What follows belongs to an exercise in optimizing a design on an open flow for a short achievable clock period and few clock cycles; a production flow would make more cautious choices. Where RTL was checked, it was by simulation tests only, not by an equivalence proof against the original. No functional check of the RTL was part of run 1. Power is estimated from default activity; no workload was simulated.

### flow/config.mk
export PLATFORM = sky130hd
export DESIGN_NAME = CPU_RV32I
export DESIGN_NICKNAME = CPU_RV32I
export VERILOG_FILES = /design/flow/design.v
export SDC_FILE = /design/flow/constraint.sdc
export NUM_CORES = 4
export LEC_CHECK = 0
export ABC_CLOCK_PERIOD_IN_PS = 2800
export CAP_MARGIN = 20
export CORE_MARGIN = 2
export CORE_UTILIZATION = 40
export SETUP_SLACK_MARGIN = 4.8
export SLEW_MARGIN = 20
### flow/constraint.sdc
create_clock -name core_clock -period 8.0 [get_ports {clk}]
set_input_delay 1.6000 -clock core_clock [delete_from_list [all_inputs] [get_ports {clk}]]
set_output_delay 1.6000 -clock core_clock [all_outputs]
set_load 0.01 [all_outputs]
### flow/design.v
`timescale 1ns / 1ps
module ControlUnit (
    input  logic [31:0] instrCode,
    output logic        isR,
    output logic        isI,
    output logic        isLd,
    output logic        isSt,
    output logic        isBr,
    output logic        isLui,
    output logic        isAui,
    output logic        isJal,
    output logic        isJalr,
    output logic        usesRs1,
    output logic        usesRs2,
    output logic        writesRd,
    output logic [31:0] imm
);
    wire [4:0] opc = instrCode[6:2];
    assign isR    = (opc == 5'b01100);
    assign isI    = (opc == 5'b00100);
    assign isLd   = (opc == 5'b00000);
    assign isSt   = (opc == 5'b01000);
    assign isBr   = (opc == 5'b11000);
    assign isLui  = (opc == 5'b01101);
    assign isAui  = (opc == 5'b00101);
    assign isJal  = (opc == 5'b11011);
    assign isJalr = (opc == 5'b11001);
    assign usesRs1  = isR | isI | isLd | isSt | isBr | isJalr;
    assign usesRs2  = isR | isSt | isBr;
    assign writesRd = (isR | isI | isLd | isLui | isAui | isJal | isJalr) & (instrCode[11:7] != 5'd0);
    always_comb begin
        if (isSt)
            imm = {{20{instrCode[31]}}, instrCode[31:25], instrCode[11:7]};
        else if (isBr)
            imm = {{20{instrCode[31]}}, instrCode[7], instrCode[30:25], instrCode[11:8], 1'b0};
        else if (isLui | isAui)
            imm = {instrCode[31:12], 12'b0};
        else if (isJal)
            imm = {{12{instrCode[31]}}, instrCode[19:12], instrCode[20], instrCode[30:21], 1'b0};
        else
            imm = {{20{instrCode[31]}}, instrCode[31:20]};
    end
endmodule
`timescale 1ns / 1ps
module RegisterFile (
    input  logic        clk,
    input  logic        weA,
    input  logic [ 4:0] waA,
    input  logic [31:0] wdA,
    input  logic        weB,
    input  logic [ 4:0] waB,
    input  logic [31:0] wdB,
    input  logic [ 4:0] ra1,
    input  logic [ 4:0] ra2,
    output logic [31:0] rd1,
    output logic [31:0] rd2
);
    logic [31:0][31:0] regs;
    assign regs[0] = 32'd0;
    genvar i;
    generate
        for (i = 1; i < 32; i++) begin : g_reg
            always_ff @(posedge clk) begin
                if (weA && waA == i) regs[i] <= wdA;
                else if (weB && waB == i) regs[i] <= wdB;
            end
        end
    endgenerate
    assign rd1 = regs[ra1];
    assign rd2 = regs[ra2];
endmodule
module add32 (
    input  logic [31:0] a,
    input  logic [31:0] b,
    input  logic        cin,
    output logic [31:0] s,
    output logic        cout
);
    logic [31:0] g [0:5];
    logic [31:0] p [0:5];
    logic [31:0] x;
    assign x    = a ^ b;
    assign g[0] = (a & b) | {31'b0, x[0] & cin};
    assign p[0] = {x[31:1], 1'b0};
    genvar l, i;
    generate
        for (l = 0; l < 5; l++) begin : g_lvl
            for (i = 0; i < 32; i++) begin : g_bit
                if (i >= (1 << l)) begin : g_op
                    assign g[l+1][i] = g[l][i] | (p[l][i] & g[l][i-(1<<l)]);
                    assign p[l+1][i] = p[l][i] & p[l][i-(1<<l)];
                end else begin : g_pass
                    assign g[l+1][i] = g[l][i];
                    assign p[l+1][i] = p[l][i];
                end
            end
        end
    endgenerate
    assign s    = x ^ {g[5][30:0], cin};
    assign cout = g[5][31];
endmodule
module alu (
    input  logic [31:0] a,
    input  logic [31:0] b,
    input  logic [31:0] bx,
    input  logic        sub,
    input  logic        sra,
    input  logic [ 7:0] sel,       
    output logic [31:0] sum,
    output logic [31:0] result,
    output logic        eq,
    output logic        lt,
    output logic        ltu
);
    logic cout;
    add32 U_ADD (.a(a), .b(bx), .cin(sub), .s(sum), .cout(cout));
    wire [31:0] axb = a ^ b;
    assign eq  = ~|axb;
    assign ltu = ~cout;
    assign lt  = (a[31] ^ b[31]) ? a[31] : sum[31];
    logic [31:0] sll, srx;
    assign sll = a << b[4:0];
    assign srx = $signed({sra & a[31], a}) >>> b[4:0];
    assign result = ({32{sel[0]}} & sum)
                  | ({32{sel[1]}} & sll)
                  | ({32{sel[2]}} & {31'b0, lt})
                  | ({32{sel[3]}} & {31'b0, ltu})
                  | ({32{sel[4]}} & axb)
                  | ({32{sel[5]}} & srx)
                  | ({32{sel[6]}} & (a | b))
                  | ({32{sel[7]}} & (a & b));
endmodule
`timescale 1ns / 1ps
module CPU_RV32I (
    input  logic        clk,
    input  logic        reset,
    input  logic [31:0] instrCode,
    output logic [31:0] instrMemAddr,
    output logic        busWe,
    output logic [31:0] busAddr,
    output logic [31:0] busWData,
    input  logic [31:0] busRData,
    output logic        transfer,
    input  logic        ready
);
    localparam int QB = 4;   
    localparam int QW = $clog2(QB);
    logic [31:0] pc;
    logic        d_valid;
    logic [31:0] d_ir, d_pc;
    logic        e_valid;
    logic [31:0] e_a, e_b, e_bx, e_s, e_alt, e_link;
    logic        e_fwdA, e_fwdB, e_fwdS;
    logic        e_sub, e_sra;
    logic [ 7:0] e_sel;
    logic        e_linksel;
    logic        e_isLd, e_isSt, e_isBr, e_isJalr, e_pred;
    logic [ 2:0] e_bf3;
    logic        e_wr;
    logic [ 4:0] e_rd;
    logic        w_we;
    logic [ 4:0] w_rd;
    logic [31:0] w_res;
    logic        q0_v, q0_we;
    logic [31:0] q0_addr, q0_data;
    logic [ 4:0] q0_rd;         
    logic          b_we  [QB];
    logic [31:0]   b_addr[QB];
    logic [31:0]   b_data[QB];
    logic [ 4:0]   b_rd  [QB];  
    logic [QW-1:0] b_rp, b_wp;
    logic [QW:0]   b_cnt;
    logic        l_v;
    logic [ 4:0] l_rd;
    logic [31:0] l_data;
    assign instrMemAddr = pc;
    assign transfer     = q0_v;
    assign busWe        = q0_we;
    assign busAddr      = q0_addr;
    assign busWData     = q0_data;
    logic isR, isI, isLd, isSt, isBr, isLui, isAui, isJal, isJalr;
    logic usesRs1, usesRs2, writesRd;
    logic [31:0] imm;
    ControlUnit U_ControlUnit (
        .instrCode(d_ir),
        .isR(isR), .isI(isI), .isLd(isLd), .isSt(isSt), .isBr(isBr),
        .isLui(isLui), .isAui(isAui), .isJal(isJal), .isJalr(isJalr),
        .usesRs1(usesRs1), .usesRs2(usesRs2), .writesRd(writesRd),
        .imm(imm)
    );
    wire [4:0] rd  = d_ir[11:7];
    wire [4:0] rs1 = d_ir[19:15];
    wire [4:0] rs2 = d_ir[24:20];
    wire [2:0] f3  = d_ir[14:12];
    logic [31:0] rf1, rf2;
    RegisterFile U_RegFile (
        .clk(clk),
        .weA(w_we), .waA(w_rd), .wdA(w_res),
        .weB(l_v), .waB(l_rd), .wdB(l_data),
        .ra1(rs1), .ra2(rs2),
        .rd1(rf1), .rd2(rf2)
    );
    wire [31:0] v1 = (w_we && w_rd == rs1) ? w_res : ((l_v && l_rd == rs1) ? l_data : rf1);
    wire [31:0] v2 = (w_we && w_rd == rs2) ? w_res : ((l_v && l_rd == rs2) ? l_data : rf2);
    wire [4:0] e_ldrd = (e_valid & e_isLd) ? e_rd : 5'd0;
    logic pend1, pend2;
    always_comb begin
        pend1 = (e_ldrd == rs1) | (q0_rd == rs1);
        pend2 = (e_ldrd == rs2) | (q0_rd == rs2);
        for (int k = 0; k < QB; k++) begin
            pend1 = pend1 | (b_rd[k] == rs1);
            pend2 = pend2 | (b_rd[k] == rs2);
        end
        pend1 = pend1 & (rs1 != 5'd0);
        pend2 = pend2 & (rs2 != 5'd0);
    end
    wire e_mem = e_valid & (e_isLd | e_isSt);
    wire haz_ld  = (usesRs1 & pend1) | (usesRs2 & pend2);
    wire haz_mem = (isLd | isSt) & ((b_cnt + q0_v + e_mem) >= QB + 1);
    wire d_stall = d_valid & (haz_ld | haz_mem);
    wire e_fw = e_valid & e_wr;
    wire fwdA = usesRs1 & e_fw & (e_rd == rs1);
    wire fwdB = (isR | isBr) & e_fw & (e_rd == rs2);
    wire fwdS = isSt & e_fw & (e_rd == rs2);
    logic [31:0] d_tgt, d_pc4;
    logic        co0, co1;
    add32 U_TGT (.a(d_pc), .b(imm), .cin(1'b0), .s(d_tgt), .cout(co0));
    add32 U_PC4 (.a(d_pc), .b(32'd4), .cin(1'b0), .s(d_pc4), .cout(co1));
    wire d_pred = isJal | (isBr & d_ir[31]);
    logic ex_redirect;
    wire  d_go       = d_valid & ~d_stall & ~ex_redirect;
    wire  d_redirect = d_valid & ~d_stall & d_pred;
    wire d_sub = (isR & d_ir[30] & (f3 == 3'b000)) | ((isR | isI) & (f3[2:1] == 2'b01)) | isBr;
    wire [31:0] d_b = (isR | isBr) ? v2 : imm;
    wire [31:0] A  = e_fwdA ? w_res : e_a;
    wire [31:0] B  = e_fwdB ? w_res : e_b;
    wire [31:0] Bx = e_fwdB ? (w_res ^ {32{e_sub}}) : e_bx;
    wire [31:0] S  = e_fwdS ? w_res : e_s;
    logic [31:0] sum, alu_res;
    logic        eq, lt, ltu;
    alu U_ALU (
        .a(A), .b(B), .bx(Bx), .sub(e_sub), .sra(e_sra), .sel(e_sel),
        .sum(sum), .result(alu_res), .eq(eq), .lt(lt), .ltu(ltu)
    );
    wire [31:0] e_result = e_linksel ? e_link : alu_res;
    logic taken;
    always_comb begin
        case (e_bf3)
            3'b000:  taken = eq;
            3'b001:  taken = ~eq;
            3'b100:  taken = lt;
            3'b101:  taken = ~lt;
            3'b110:  taken = ltu;
            default: taken = ~ltu;
        endcase
    end
    assign ex_redirect = e_valid & (e_isJalr | (e_isBr & (taken ^ e_pred)));
    wire [31:0] ex_target = e_isJalr ? {sum[31:1], 1'b0} : e_alt;
    wire deq     = q0_v & ready;
    wire q0_free = ~q0_v | deq;
    wire b_empty = (b_cnt == '0);
    wire b_deq   = q0_free & ~b_empty;                  
    wire e_to_q0 = q0_free & b_empty & e_mem;           
    wire b_enq   = e_mem & ~(q0_free & b_empty);        
    wire       cancel = e_valid & (e_wr | e_isLd);
    wire [4:0] e_nrd  = e_isLd ? e_rd : 5'd0;
    function automatic logic [4:0] kept(input logic [4:0] r);
        kept = (cancel && r == e_rd) ? 5'd0 : r;
    endfunction
    always_ff @(posedge clk, posedge reset) begin
        if (reset) begin
            pc      <= 32'd0;
            d_valid <= 1'b0;
            e_valid <= 1'b0;
            w_we    <= 1'b0;
            q0_v    <= 1'b0;
            q0_rd   <= 5'd0;
            b_rp    <= '0;
            b_wp    <= '0;
            b_cnt   <= '0;
            l_v     <= 1'b0;
            for (int k = 0; k < QB; k++) b_rd[k] <= 5'd0;
        end else begin
            if (ex_redirect) pc <= ex_target;
            else if (d_redirect) pc <= d_tgt;
            else if (!d_stall) pc <= pc + 32'd4;
            if (ex_redirect || d_redirect) d_valid <= 1'b0;
            else if (!d_stall) d_valid <= 1'b1;
            e_valid <= d_go;
            w_we    <= e_valid & e_wr;
            l_v     <= deq & ~q0_we & (kept(q0_rd) != 5'd0);
            if (q0_free) begin
                if (!b_empty) begin
                    q0_v  <= 1'b1;
                    q0_rd <= kept(b_rd[b_rp]);
                end else if (e_mem) begin
                    q0_v  <= 1'b1;
                    q0_rd <= e_nrd;
                end else begin
                    q0_v  <= 1'b0;
                    q0_rd <= 5'd0;
                end
            end else begin
                q0_rd <= kept(q0_rd);
            end
            for (int k = 0; k < QB; k++) begin
                if (b_enq && b_wp == k) b_rd[k] <= e_nrd;
                else if (b_deq && b_rp == k) b_rd[k] <= 5'd0;
                else b_rd[k] <= kept(b_rd[k]);
            end
            if (b_enq) b_wp <= b_wp + 1'b1;
            if (b_deq) b_rp <= b_rp + 1'b1;
            b_cnt <= b_cnt + b_enq - b_deq;
        end
    end
    always_ff @(posedge clk) begin
        if (!d_stall) begin
            d_ir <= instrCode;
            d_pc <= pc;
        end
        e_a       <= isLui ? 32'd0 : (isAui ? d_pc : v1);
        e_b       <= d_b;
        e_bx      <= d_sub ? ~d_b : d_b;
        e_s       <= v2;
        e_alt     <= d_pred ? d_pc4 : d_tgt;
        e_link    <= d_pc4;
        e_fwdA    <= fwdA;
        e_fwdB    <= fwdB;
        e_fwdS    <= fwdS;
        e_sub     <= d_sub;
        e_sra     <= d_ir[30];
        e_sel[0]  <= ~(isR | isI) | (f3 == 3'b000);
        e_sel[1]  <= (isR | isI) & (f3 == 3'b001);
        e_sel[2]  <= (isR | isI) & (f3 == 3'b010);
        e_sel[3]  <= (isR | isI) & (f3 == 3'b011);
        e_sel[4]  <= (isR | isI) & (f3 == 3'b100);
        e_sel[5]  <= (isR | isI) & (f3 == 3'b101);
        e_sel[6]  <= (isR | isI) & (f3 == 3'b110);
        e_sel[7]  <= (isR | isI) & (f3 == 3'b111);
        e_linksel <= isJal | isJalr;
        e_isLd    <= isLd;
        e_isSt    <= isSt;
        e_isBr    <= isBr;
        e_isJalr  <= isJalr;
        e_pred    <= d_pred;
        e_bf3     <= f3;
        e_wr      <= writesRd & ~isLd;
        e_rd      <= rd;
        w_rd      <= e_rd;
        w_res     <= e_result;
        l_rd      <= q0_rd;
        l_data    <= busRData;
        if (q0_free) begin
            if (!b_empty) begin
                q0_we   <= b_we[b_rp];
                q0_addr <= b_addr[b_rp];
                q0_data <= b_data[b_rp];
            end else begin
                q0_we   <= e_isSt;
                q0_addr <= sum;
                q0_data <= S;
            end
        end
        for (int k = 0; k < QB; k++) begin
            if (e_mem && b_wp == k) begin
                b_we[k]   <= e_isSt;
                b_addr[k] <= sum;
                b_data[k] <= S;
            end
        end
    end
endmodule
### flow/run.sh
#!/bin/bash
# synth_recipe.tcl (not shown) runs the flow's synth.tcl, then flattens the netlist and writes it again
# the make line also repeats each setting of config.mk as NAME=value (left out here)
make -C /OpenROAD-flow-scripts/flow DESIGN_CONFIG=/design/flow/config.mk WORK_HOME=/design/flow/orfs CLKGATE_MAP_FILE= SYNTH_SCRIPT=/design/flow/synth_recipe.tcl finish
==> results of run 1 <==
cell type report:
type,instances,area [sq um]
antenna,9,22.5
fill,20321,120000
clock buffer,261,5330
clock inverter,105,1170
timing repair buffer,1065,12900
timing repair inverter,5,37.5
tap,3202,4010
multi-input combinational,4615,50200
inverter,129,542
sequential,1742,49100
power by group through the flow:
stage	clock, mW	sequential [mW]	combinational (mW)
finish	9.25	12.8	22.8
global route	9.67	12.9	23.6
CTS	9.32	12.8	20.3
detailed placement	0	12.9	15.7
global placement	0	12.9	15.6
floorplan	0	12.4	9.88
how the worst max path moves through the flow:
| stage | start | end | slack (ps) |
|---|---|---|---|
| 4_1_cts | e_fwdA$_DFF_P_ | pc[16]$_DFFE_PP0P_ | 3940 |
| 3_3_place_gp | e_fwdA$_DFF_P_ | pc[20]$_DFFE_PP0P_ | 2170 |
| 6_report | d_ir[5]$_DFFE_PN_ | e_alt[28]$_DFF_P_ | 3800 |
| 3_5_place_dp | e_fwdA$_DFF_P_ | pc[20]$_DFFE_PP0P_ | 2180 |
| 5_1_grt | d_ir[5]$_DFFE_PN_ | e_alt[28]$_DFF_P_ | 3680 |
| 2_1_floorplan | e_fwdA$_DFF_P_ | pc[20]$_DFFE_PP0P_ | 4280 |
worst max-delay path, stage by stage (launching register included):
cell,delay [ps]
edfxtp_1,430
buf_12,160
nor2b_4,120
nand3_2,90
inv_2,50
and2_4,130
nand2b_4,160
o21ai_4,320
ha_4,200
inv_2,40
fa_2,340
nor2b_2,140
o211ai_1,170
a21oi_2,310
o21ai_2,130
and2_4,210
o211ai_1,340
a41oi_1,200
xnor2_1,260
buf_4,160
nor2_2,30
nor2_1,90
cell families after synthesis:
kind of cell	after synthesis	synth area share, %
AOI/OAI and AO/OA	1096	7.44
xor gates and xnor gates	263	2.37
adders and majority gates	147	1.92
buffers and inverters	889	3.58
DFF	1742	50.2
muxes	2003	29.4
and+or+nand+nor	1097	5.05
metrics by stage:
step,instances,worst slack (ps),power [mW],util (%),cell area (sq um)
floorplan,7237,4280,22.3,-,98000
global placement,10063,2170,28.5,42.4,103000
detailed placement,10065,2180,28.6,42.4,103000
CTS,10926,3940,42.4,49.2,119000
global route,11125,3680,46.2,50.8,123000
finish,11133,3800,44.9,50.8,123000
placed cells by master, fill, tap and decap left out, types with 30 or more instances in the layout:
| cell | synthesis | layout |
|---|---|---|
| a211oi_1 | 100 | 85 |
| a21o_1 | 96 | 93 |
| a21oi_1 | 282 | 180 |
| a21oi_2 | 0 | 71 |
| a21oi_4 | 0 | 31 |
| a222oi_1 | 71 | 71 |
| a22o_1 | 66 | 66 |
| buf_12 | 0 | 89 |
| buf_16 | 0 | 84 |
| buf_4 | 5 | 500 |
| buf_6 | 5 | 155 |
| clkbuf_1 | 560 | 48 |
| clkbuf_16 | 0 | 231 |
| clkdlybuf4s15_1 | 0 | 34 |
| clkdlybuf4s50_1 | 0 | 64 |
| clkinv_1 | 2 | 32 |
| dfrtp_1 | 69 | 46 |
| dfxtp_1 | 294 | 279 |
| dlygate4sd2_1 | 0 | 35 |
| edfxtp_1 | 1379 | 1379 |
| ha_1 | 142 | 96 |
| ha_4 | 0 | 38 |
| inv_1 | 125 | 90 |
| mux2_2 | 1161 | 1099 |
| mux2_4 | 0 | 62 |
| mux2i_1 | 263 | 197 |
| mux2i_4 | 0 | 46 |
| mux4_2 | 578 | 578 |
| nand2_1 | 386 | 347 |
| nand3_1 | 68 | 60 |
| nand3b_1 | 30 | 30 |
| nor2_1 | 369 | 330 |
| nor3_1 | 46 | 36 |
| o211ai_1 | 33 | 33 |
| o21ai_0 | 233 | 117 |
| o21ai_1 | 5 | 48 |
| o21ai_2 | 0 | 36 |
| o21ai_4 | 0 | 37 |
| xnor2_1 | 176 | 134 |
| xor2_1 | 86 | 78 |
metal layers:
metal	track usage [%]	wire, microns
met5	0	41
met3	7.43	44000
met2	49.9	186000
met1	39.8	149000
met4	20.8	35700
timing repair:
item,4_1_cts,5_1_grt
gates cloned,88,39
pin swaps,189,189
gates resized for setup,1117,392
setup endpoints to repair,976,455
buffers inserted,407,158
==> impl_metrics.csv, run 1 <==
group,metric,value,unit
route,drc,0,
cells_and_area,largest_register_ffs,992,
power,clockPowerShare,20.6,%
timing,fmax,238,MHz
global_routing,grt_usage,31.9,%
timing,maxSlewViolCount,0,
setup_path,start_kind,"flop",
logic_synthesis,synth_most_common_cell,"edfxtp_1",
clock_network,cts.path.max_buffers,3,
run,maxCapViolCount,0,
placement,io_buffers,162,
logic_synthesis,synth_seq_cells,1742,
power,p_switching,18.2,mW
timing,post-route-min-period,4200,ps
clock_network,clk_latency,900,ps
logic_synthesis,yosysTopAreaCellShare,42.4,%
power,share_comb_of_total_power,50.9,%
setup_path,cp_max_fo,3,
global_routing,antenna_found_initial,11,
min_path,whs_path_depth,2,
clock_network,cts_num_sinks,1742,
floorplan,io_pins,165,
setup_path,worstReg2RegStart,"d_ir[5]$_DFFE_PN_",
setup_path,ff2ff_path_depth,21,
timing,maxSlewHeadroom,17.2,%
cells_and_area,top_register,"U_RegFile.regs",
timing,whs,437,ps
timing,finalClockSkew,72.0,ps
timing,rsz0062_at_grt,"yes",
cells_and_area,top_regs,"U_RegFile.regs x992, b_addr x128, b_data x128",
floorplan,dieArea,248000,sq um
floorplan,fp.coreArea,243000,sq um
logic_synthesis,synth_cells,7237,
route,viasPerCell,6.56,
setup_path,rrSetupSlack,3800,ps
floorplan,die_x,498,microns
global_routing,grt_max_degree,77,
placement,hpwl,225000,microns
route,drtIter0Drc,9719,
power,power_frac_seq,28.5,%
timing,hold_viol,0,
route,vias,72977,
power,peakVddDrop,0.243,mV
clock_network,h-tree-depth,4,
timing,setup_viol,0,
setup_path,critPathArrivalTime,4990,ps
logic_synthesis,seq_area_frac_synth,50.2,%
setup_path,reg2reg_to,"e_alt[28]$_DFF_P_",
timing,setup_tns,0,ps
power,switching_share,40.4,%
cells_and_area,drive_gt1_share,46.0,%
setup_path,cp.required,8800,ps
clock_network,numCtsBuffers,195,
clock_network,clkTransAtPathRegs,60,ps
route,totalWireLength,414000,microns
timing,worstMarginPinSlew,1230,ps
logic_synthesis,netlist_top_cells_area,"edfxtp_1, mux2_2, mux4_2, dfxtp_1, mux2i_1",
logic_synthesis,syn_area_per_cell,13.5,sq um
global_routing,grt_first_pass_wirelength,558000,microns
route,first_pass_iters,7,
logic_synthesis,post_synth_instance_area,97600,sq um
logic_synthesis,yosys-top-cells-count,"edfxtp_1, mux2_2, mux4_2",
logic_synthesis,yosysUniqueCellTypes,84,
logic_synthesis,yosys_warnings,10,
route,ant_nets,0,
placement,gp_congestion,0.977,
logic_synthesis,synth_ff_type,"edfxtp_1",
min_path,hold_start,"e_link[2]$_DFF_P_",
floorplan,num_rows,181,
logic_synthesis,synth_edf_count,1379,
clock_network,cts_hold_buf,0,
status,status,"no timing/DRC/antenna violations",
min_path,min_to,"w_res[2]$_DFF_P_",
floorplan,die_h,498,microns
floorplan,start_util,40.2,%
power,p_per_area,364,nW/um^2
route,drt-wirelength-per-cell,37.2,microns
global_routing,grt_overflow_total,0,
global_routing,grt_pass1_vias,70263,
power,p_leak,43.5,nW
setup_path,worstSetupPathType,"flop to flop",
logic_synthesis,async_flop_share,3.96,%
min_path,min_path_type,"flop to flop",
logic_synthesis,synth_top_area_cell,"edfxtp_1",
cells_and_area,nets,7967,
clock_network,tritoncts,"yes",
timing,finalCritPeriodShare,52.5,%
power,internal-power,26.8,mW
cells_and_area,syn_to_final_growth,26.4,%
setup_path,setup.worst_path.end_class,"flop",
clock_network,clock-root-buffer,"clkbuf_16",
logic_synthesis,postSynthNetCount,7451,
==> run 2: changes to the inputs <==
--- a/flow/design.v
+++ b/flow/design.v
@@ -144,7 +144,7 @@
     input  logic        ready
 );
     localparam int QB = 4;   
-    localparam int QW = $clog2(QB);
+    localparam int QW = 2;      
     logic [31:0] pc;
     logic        d_valid;
     logic [31:0] d_ir, d_pc;
==> impl_metrics.csv, run 2 <==
group,metric,value,unit
status,status,"no timing/DRC/antenna violations",
cells_and_area,top_regs,"U_RegFile.regs x992, b_addr x128, b_data x128",
global_routing,grt_first_pass_wirelength,558000,microns
logic_synthesis,post_synth_instance_area,97600,sq um
timing,rsz0062_at_grt,"yes",
setup_path,reg2reg_to,"e_alt[28]$_DFF_P_",
cells_and_area,fill_cells,20321,
logic_synthesis,synth_ff_type,"edfxtp_1",
cells_and_area,top_register,"U_RegFile.regs",
power,power_frac_seq,28.5,%
timing,finalClockSkew,72.0,ps
clock_network,cts.path.max_buffers,3,
logic_synthesis,async_flop_share,3.96,%
power,p_switching,18.2,mW
route,drt-wirelength-per-cell,37.2,microns
cells_and_area,largest_register_ffs,992,
route,ant_nets,0,
power,switching_share,40.4,%
setup_path,worstSetupPathType,"flop to flop",
setup_path,critPathArrivalTime,4990,ps
route,totalWireLength,414000,microns
setup_path,cp_max_fo,3,
placement,hpwl,225000,microns
power,share_comb_of_total_power,50.9,%
setup_path,crit_end,"e_alt[28]$_DFF_P_",
timing,maxSlewViolCount,0,
setup_path,ff2ff_path_depth,21,
logic_synthesis,synth_cells,7237,
floorplan,fp.coreArea,243000,sq um
floorplan,dieArea,248000,sq um
min_path,hold_start,"e_link[2]$_DFF_P_",
floorplan,io_pins,165,
logic_synthesis,synth_edf_count,1379,
route,drc,0,
floorplan,start_util,40.2,%
timing,fin_ws,3800,ps
route,first_pass_iters,7,
logic_synthesis,yosys_warnings,10,
logic_synthesis,synth_most_common_cell,"edfxtp_1",
cells_and_area,drive_gt1_share,46.0,%
setup_path,setup.worst_path.end_class,"flop",
clock_network,cts_num_sinks,1742,
logic_synthesis,synth_seq_cells,1742,
global_routing,grt_usage,31.9,%
logic_synthesis,yosys-top-cells-count,"edfxtp_1, mux2_2, mux4_2",
logic_synthesis,seq_area_frac_synth,50.2,%
floorplan,num_rows,181,
placement,gp_congestion,0.977,
power,peakVddDrop,0.243,mV
logic_synthesis,yosysUniqueCellTypes,84,
power,p_per_area,364,nW/um^2
logic_synthesis,yosysTopAreaCellShare,42.4,%
floorplan,die_h,498,microns
cells_and_area,syn_to_final_growth,26.4,%
clock_network,numCtsBuffers,195,
cells_and_area,multi_input_area,50200,sq um
clock_network,clock-root-buffer,"clkbuf_16",
cells_and_area,nets,7967,
timing,hold_viol,0,
placement,io_buffers,162,
setup_path,critPathLaunch,"d_ir[5]$_DFFE_PN_",
cells_and_area,regArea,49100,sq um
power,clockPowerShare,20.6,%
logic_synthesis,syn_area_per_cell,13.5,sq um
floorplan,die_x,498,microns
logic_synthesis,synth_top_area_cell,"edfxtp_1",
timing,post-route-min-period,4200,ps
min_path,min_path_type,"flop to flop",
power,p_leak,43.5,nW
timing,setup_viol,0,
clock_network,clkTransAtPathRegs,60,ps
route,viasPerCell,6.56,
timing,worstMarginPinSlew,1230,ps
clock_network,tritoncts,"yes",
logic_synthesis,postSynthNetCount,7451,
placement,preCtsSetupSlack,2180,ps
global_routing,antenna_found_initial,11,
clock_network,h-tree-depth,4,
clock_network,clk_latency,900,ps
logic_synthesis,netlist_top_cells_area,"edfxtp_1, mux2_2, mux4_2, dfxtp_1, mux2i_1",
global_routing,grt_overflow_total,0,
cells_and_area,final_common_cell,"edfxtp_1",
power,total_power,44.9,mW
setup_path,cp.required,8800,ps
cells_and_area,final_cell_mix,"edfxtp_1, mux2_2, mux4_2, buf_4, nand2_1",
clock_network,cts_hold_buf,0,
timing,finalCritPeriodShare,52.5,%
setup_path,worstReg2RegStart,"d_ir[5]$_DFFE_PN_",
route,vias,72977,
route,drtIter0Drc,9719,
global_routing,grt_max_degree,77,
setup_path,rrSetupSlack,3800,ps
timing,setup_tns,0,ps
timing,fmax,238,MHz
timing,maxSlewHeadroom,17.2,%
setup_path,start_kind,"flop",
timing,whs,437,ps
power,internal-power,26.8,mW
global_routing,grt_pass1_vias,70263,
run,maxCapViolCount,0,
==> run 2: cell counts after synthesis <==
No cell type changed its count.
==> run 2: layer usage <==
layer	routed length, microns	share of wire (%)	track usage, %
met1	149000	36	39.8
met2	186000	45	49.9
met3	44000	11	7.43
met4	35700	8.6	20.8
met5	41	0.0099	0
==> run 2: cells by family (layout without fill, tap and decap cells) <==
kind of cell	count (synthesis)	in the layout	synth area share, %
AO/OA/AOI/OAI	1096	1099	7.44
XOR/XNOR	263	263	2.37
adder cells (fa/ha/maj)	147	147	1.92
buffers and inverters	889	1565	3.58
flip-flops	1742	1742	50.2
multiplexers	2003	2003	29.4
other	0	9	0
AND/OR/NAND/NOR	1097	1103	5.05
==> run 2: layout make-up <==
class / count / share of cell area (%)
sequential: 1742 / 39.8
clock inverter: 105 / 0.952
tap: 3202 / 3.25
multi-input combinational: 4615 / 40.7
inverter: 129 / 0.439
timing repair inverter: 5 / 0.0304
antenna: 9 / 0.0183
timing repair buffer: 1065 / 10.5
clock buffer: 261 / 4.32
==> run 2: power by group through the flow <==
stage / combinational (mW) / clock (mW) / sequential [mW]
finish: 22.8 / 9.25 / 12.8
global route: 23.6 / 9.67 / 12.9
CTS: 20.3 / 9.32 / 12.8
detailed placement: 15.7 / 0 / 12.9
global placement: 15.6 / 0 / 12.9
floorplan: 9.88 / 0 / 12.4
==> run 2: how the worst min path moves through the flow <==
stage / to / slack [ps] / cells after the start
final: w_res[2]$_DFF_P_ / 440 / 2
after global routing: w_res[2]$_DFF_P_ / 470 / 2
after CTS: w_res[2]$_DFF_P_ / 430 / 2
after detailed placement: w_res[2]$_DFF_P_ / 420 / 2
after global placement: w_res[2]$_DFF_P_ / 420 / 2
after floorplan: w_rd[4]$_DFF_P_ / 350 / 0
==> run 2: critical path, cell delays in order, from the launching register on <==
cell	delay [ps]
edfxtp_1	430
buf_12	160
nor2b_4	120
nand3_2	90
inv_2	50
and2_4	130
nand2b_4	160
o21ai_4	320
ha_4	200
inv_2	40
fa_2	340
nor2b_2	140
o211ai_1	170
a21oi_2	310
o21ai_2	130
and2_4	210
o211ai_1	340
a41oi_1	200
xnor2_1	260
buf_4	160
nor2_2	30
nor2_1	90
==> run 2: repair_timing <==
| item | in CTS | in global routing |
|---|---|---|
| pin swaps | 189 | 189 |
| setup buffers | 407 | 158 |
| resized for setup | 1117 | 392 |
| endpoints found under the setup margin | 976 | 455 |
| cloned | 88 | 39 |
==> run 2: per-stage QoR <==
step,utilization [%],area [sq um],cells
after detailed placement,42.4,103000,10065
after global routing,50.8,123000,11125
after global placement,42.4,103000,10063
after CTS,49.2,119000,10926
after floorplan,-,98000,7237
final,50.8,123000,11133
Testbench counts of run 2, summed over its fixed seeds: cycles 76,895.

-- afterwards: timing with drivers on the ports --
In the flow no input, the clock included, has a driving cell. The finished layouts below were timed again as built, in two steps. Step 1 assumes that a clkbuf_16 drives the clock port and a buf_2 every other input. Step 2 also shifts input and output timing later by t, the mid clock arrival at the registers, as if the neighbouring blocks saw the same clock. Three values: ideal, step 1, step 2; two values: the first two.
run | shift t [ns] | setup slack, ns | worst setup path after step 2 | clock arrival spread, ns | cell pins on the clock port's net
run 1 | 0.955 | 3.803 / 3.803 / 3.803 | register to register | 0.072 / 0.072 | 1
run 2 | 0.955 | 3.803 / 3.803 / 3.803 | register to register | 0.072 / 0.072 | 1
After both steps every run listed still meets setup and hold.
